This is an optimization exercise on Yosys and OpenROAD, whose aim is small area, not a production implementation.
In this exercise RTL edits were held to simulation tests only and were not proved equivalent to the original.
The flow treats the clock pin as an ideal source. Dropping or thinning the clock tree relies on that and would not hold on a real chip.

Setup of v6:
// tes_mux_sseg_counter4_up
module tes_mux_sseg_counter4_up(
  input clk,
  input [3:0] btn,
  input reset,
  output [3:0] led,
  output [7:0] sseg,
  output [3:0] en_dig
);
For scale: about 400 cells after synthesis, ~22 I/O pins, ~4000 µm² of cells after synthesis.
export LEC_CHECK = 0
export CAP_MARGIN = 20
export CORE_MARGIN = 2
export CORE_UTILIZATION = 70
export GPL_TIMING_DRIVEN = 0
export PLACE_DENSITY = 0.8
export SLEW_MARGIN = 20
create_clock -name core_clock -period 10.0 [get_ports {clk}]
standard.sh (not shown) runs the stock make flow with config.mk's settings and CLKGATE_MAP_FILE= SYNTH_SCRIPT=/design/flow/synth_recipe.tcl, a recipe that flattens the netlist after the stock synthesis.
==> flow/flow/run.sh <==
#!/bin/bash
# Layout flow: the standard flow (standard.sh, standard synthesis) with
#  - the synthesized netlist's combinational logic re-mapped by ABC with a
#    stronger area script (flow/resynth.tcl, flow/abc_area.script.in), run
#    from eight random seeds, keeping the smallest result; registers, their
#    names and cell types are kept exactly as the standard synthesis made
#    them,
#  - clock tree synthesis without dummy loads, its buffers then rebuilt as
#    inverters sized to the flip-flops each one drives (flow/post_cts.tcl),
#  - minimum-size buffers on the ports.
# Each tool's output goes to a log file in this folder (and ORFS's own logs
# under orfs/logs).
set -euo pipefail
W=$(pwd)
R=$W/orfs/results/$FLOW_PLATFORM/tes_mux_sseg_counter4_up/base
CTS="-sink_clustering_enable -repair_clock_nets -dont_use_dummy_load -buf_list sky130_fd_sc_hd__clkbuf_4"
MK=("CTS_ARGS=$CTS" "BUFFER_PORTS_ARGS=-buffer_cell sky130_fd_sc_hd__buf_1" "POST_CTS_TCL=$W/flow/post_cts.tcl")

bash standard.sh "${MK[@]}" synth > standard_synth.log 2>&1
cp $R/1_2_yosys.v $W/standard_1_2_yosys.v

export RS_LIB=$FLOW_HOME/platforms/$FLOW_PLATFORM/lib/sky130_fd_sc_hd__tt_025C_1v80.lib
export RS_TOP=$FLOW_TOP
export RS_DONT_USE="$(cat $W/flow/dont_use.txt)"
export RS_IN=$W/standard_1_2_yosys.v
for batch in "1 2 3 4" "5 6 7 8"; do
  for s in $batch; do
    sed "s/SEED/$s/" $W/flow/abc_area.script.in > $W/abc_area_$s.script
    RS_SCRIPT=$W/abc_area_$s.script RS_OUT=$W/resynth_$s.v RS_STAT=$W/resynth_stat_$s.txt \
      yosys -c $W/flow/resynth.tcl > $W/resynth_$s.log 2>&1 &
  done
  wait
done
best=""; best_area=""
for s in 1 2 3 4 5 6 7 8; do
  a=$(awk '/Chip area for module/ {print $NF}' $W/resynth_stat_$s.txt 2>/dev/null || true)
  # keep only netlists with the standard synthesis's registers and no assigns
  nreg_std=$(grep -cE '^ *sky130_fd_sc_hd__e?df' $W/standard_1_2_yosys.v || true)
  nreg=$(grep -cE '^ *sky130_fd_sc_hd__e?df' $W/resynth_$s.v 2>/dev/null || true)
  if [[ "$nreg" != "$nreg_std" ]] || grep -q '^ *assign' $W/resynth_$s.v 2>/dev/null; then a=""; fi
  echo "seed $s: ${a:-failed}" >> $W/resynth_summary.txt
  if [[ -n "$a" ]] && { [[ -z "$best_area" ]] || awk -v x="$a" -v y="$best_area" 'BEGIN{exit !(x<y)}'; }; then
    best=$s; best_area=$a
  fi
done
echo "best: seed $best, $best_area" >> $W/resynth_summary.txt

if [[ -n "$best" ]]; then
  cp $W/resynth_$best.v $R/1_2_yosys.v
  rm -f $R/1_synth.odb $R/1_synth.sdc
fi
bash standard.sh "${MK[@]}" finish > standard.log 2>&1
==> flow/flow/post_cts.tcl <==
# POST_CTS hook: rebuild the two-level clock tree that clock_tree_synthesis
# made (clk -> root buffer -> leaf buffers -> flip-flops) with inverters
# (two inversions on every path, so every flip-flop still sees clk), then
# size each leaf inverter to the smallest one that keeps the slew at its
# flip-flop clock pins under a target, and legalize the placement.
set ::cts_target_slew 0.110
set ::cts_leaf_sizes {sky130_fd_sc_hd__inv_2 sky130_fd_sc_hd__inv_4 sky130_fd_sc_hd__inv_6 sky130_fd_sc_hd__inv_8}
set ::cts_root_cell sky130_fd_sc_hd__inv_6

proc cts_buf_to_inv { inst mname } {
  set block [ord::get_db_block]
  set m [[ord::get_db] findMaster $mname]
  set name [$inst getName]
  set in [[$inst findITerm A] getNet]
  set out [[$inst findITerm X] getNet]
  set loc [$inst getLocation]
  odb::dbInst_destroy $inst
  set ni [odb::dbInst_create $block $m $name]
  $ni setLocation [lindex $loc 0] [lindex $loc 1]
  $ni setPlacementStatus PLACED
  [$ni findITerm A] connect $in
  [$ni findITerm Y] connect $out
  return $ni
}

proc cts_is_clkbuf { inst } {
  return [string match "sky130_fd_sc_hd__clkbuf_*" [[$inst getMaster] getName]]
}

proc cts_invert_tree { } {
  set cts_target_slew $::cts_target_slew
  set cts_leaf_sizes $::cts_leaf_sizes
  set cts_root_cell $::cts_root_cell
  set block [ord::get_db_block]
  set clknet [$block findNet clk]
  # the clock port must drive exactly one clock buffer (the root)
  set roots {}
  foreach it [$clknet getITerms] { lappend roots [$it getInst] }
  if { [llength $roots] != 1 || ![cts_is_clkbuf [lindex $roots 0]] } {
    puts "post_cts: clock tree is not root/leaf shaped, left as it is"
    return
  }
  set root [lindex $roots 0]
  set rootnet [[$root findITerm X] getNet]
  set leaves {}
  foreach it [$rootnet getITerms] {
    set inst [$it getInst]
    if { $inst eq $root } { continue }
    if { ![cts_is_clkbuf $inst] } {
      puts "post_cts: root drives [$inst getName] directly, left as it is"
      return
    }
    # every load of a leaf must be a flip-flop clock pin
    foreach lt [[[$inst findITerm X] getNet] getITerms] {
      set li [$lt getInst]
      if { $li eq $inst } { continue }
      if { [[$lt getMTerm] getName] ne "CLK" } {
        puts "post_cts: leaf [$inst getName] drives [$li getName], left as it is"
        return
      }
    }
    lappend leaves $inst
  }
  puts "post_cts: root [$root getName], [llength $leaves] leaves"
  cts_buf_to_inv $root $cts_root_cell
  set leafnames {}
  foreach l $leaves {
    lappend leafnames [$l getName]
    cts_buf_to_inv $l [lindex $cts_leaf_sizes 0]
  }
  set_propagated_clock [all_clocks]
  for { set iter 0 } { $iter < [llength $cts_leaf_sizes] } { incr iter } {
    estimate_parasitics -placement
    set changed 0
    foreach n $leafnames {
      set inst [$block findInst $n]
      set worst 0.0
      foreach lt [[[$inst findITerm Y] getNet] getITerms] {
        if { [$lt getInst] eq $inst } { continue }
        set pin [get_pins "[[$lt getInst] getName]/CLK"]
        set s [get_property $pin slew_max]
        if { $s > $worst } { set worst $s }
      }
      set cur [lsearch $cts_leaf_sizes [[$inst getMaster] getName]]
      if { $worst > $cts_target_slew && $cur < [llength $cts_leaf_sizes] - 1 } {
        $inst swapMaster [[ord::get_db] findMaster [lindex $cts_leaf_sizes [expr {$cur + 1}]]]
        set changed 1
      }
    }
    if { !$changed } { break }
  }
  foreach n $leafnames {
    set inst [$block findInst $n]
    puts "post_cts: $n [[$inst getMaster] getName]"
  }
  detailed_placement
  check_placement -verbose
  estimate_parasitics -placement
}

cts_invert_tree
Other scripts of this flow, unchanged in this note and not shown: flow/flow/abc_area.script.in, flow/flow/dont_use.txt, flow/flow/resynth.tcl
Here is what was changed in the inputs of v7 compared with v6.
diff --git a/flow/flow/post_cts.tcl b/flow/flow/post_cts.tcl
--- a/flow/flow/post_cts.tcl
+++ b/flow/flow/post_cts.tcl
@@ -4,7 +4,7 @@
 # size each leaf inverter to the smallest one that keeps the slew at its
 # flip-flop clock pins under a target, and legalize the placement.
-set ::cts_target_slew 0.110
-set ::cts_leaf_sizes {sky130_fd_sc_hd__inv_2 sky130_fd_sc_hd__inv_4 sky130_fd_sc_hd__inv_6 sky130_fd_sc_hd__inv_8}
-set ::cts_root_cell sky130_fd_sc_hd__inv_6
+set cts_target_slew 0.100
+set cts_leaf_sizes {sky130_fd_sc_hd__inv_2 sky130_fd_sc_hd__inv_4 sky130_fd_sc_hd__inv_6 sky130_fd_sc_hd__inv_8}
+set cts_root_cell sky130_fd_sc_hd__inv_6
 
 proc cts_buf_to_inv { inst mname } {
@@ -29,7 +29,5 @@
 
 proc cts_invert_tree { } {
-  set cts_target_slew $::cts_target_slew
-  set cts_leaf_sizes $::cts_leaf_sizes
-  set cts_root_cell $::cts_root_cell
+  global cts_target_slew cts_leaf_sizes cts_root_cell
   set block [ord::get_db_block]
   set clknet [$block findNet clk]
## What came out
v7 | ERROR | clock tree synthesis
Re pre-CTS setup slack: no difference whatsoever between v7 and v6.
The placed cell area was comparable across v6 and v7.
On cell count after placement, v6 and v7 are neck and neck.
v7 vs. v6: average footprint of a synthesized cell held steady; cell area after synthesis held steady.
Changes observed in v7 relative to v6: width of the chip shows no meaningful change; height of the die shows no meaningful change; post-synth net total shows no meaningful change.
Port buffer count came out exactly the same in v6 and v7.
From v6 to v7, weighted congestion at the end of routability-driven global placement did not move at all.
Diff v7..v6 | post-synthesis instance total | unchanged
The clock cells of v6 come from the design's own scripts or RTL, not from TritonCTS.

==> what the ideal ports hide <==
Ports are ideal in the flow. The routed layout listed here was re-timed in OpenROAD. Step 1 (the two cells are an assumption about what drives the block):
set clk [get_ports {clk}]
set_driving_cell -lib_cell sky130_fd_sc_hd__clkbuf_16 $clk
set_driving_cell -lib_cell sky130_fd_sc_hd__buf_2 [delete_from_list [all_inputs] $clk]
Step 2 times the ports against the registers' clock, not the clock port: input delays grow and output delays shrink by t, the midpoint of the rising clock arrivals with the driver on. a / b / c = ideal / step 1 / step 2; a / b = the first two.
run: v6
t, ns: 0.269
setup WS [ns]: 5.553 / 5.510 / 5.779
clock arrival spread, ns: 0.024 / 0.025
worst slew at a driven data input, ns: 0.04
pins driven straight from the clock port: 1
After both steps v6 still meets setup and hold. The setup slack of v6 moves by -0.043 ns with the drivers and by +0.226 ns with both steps.
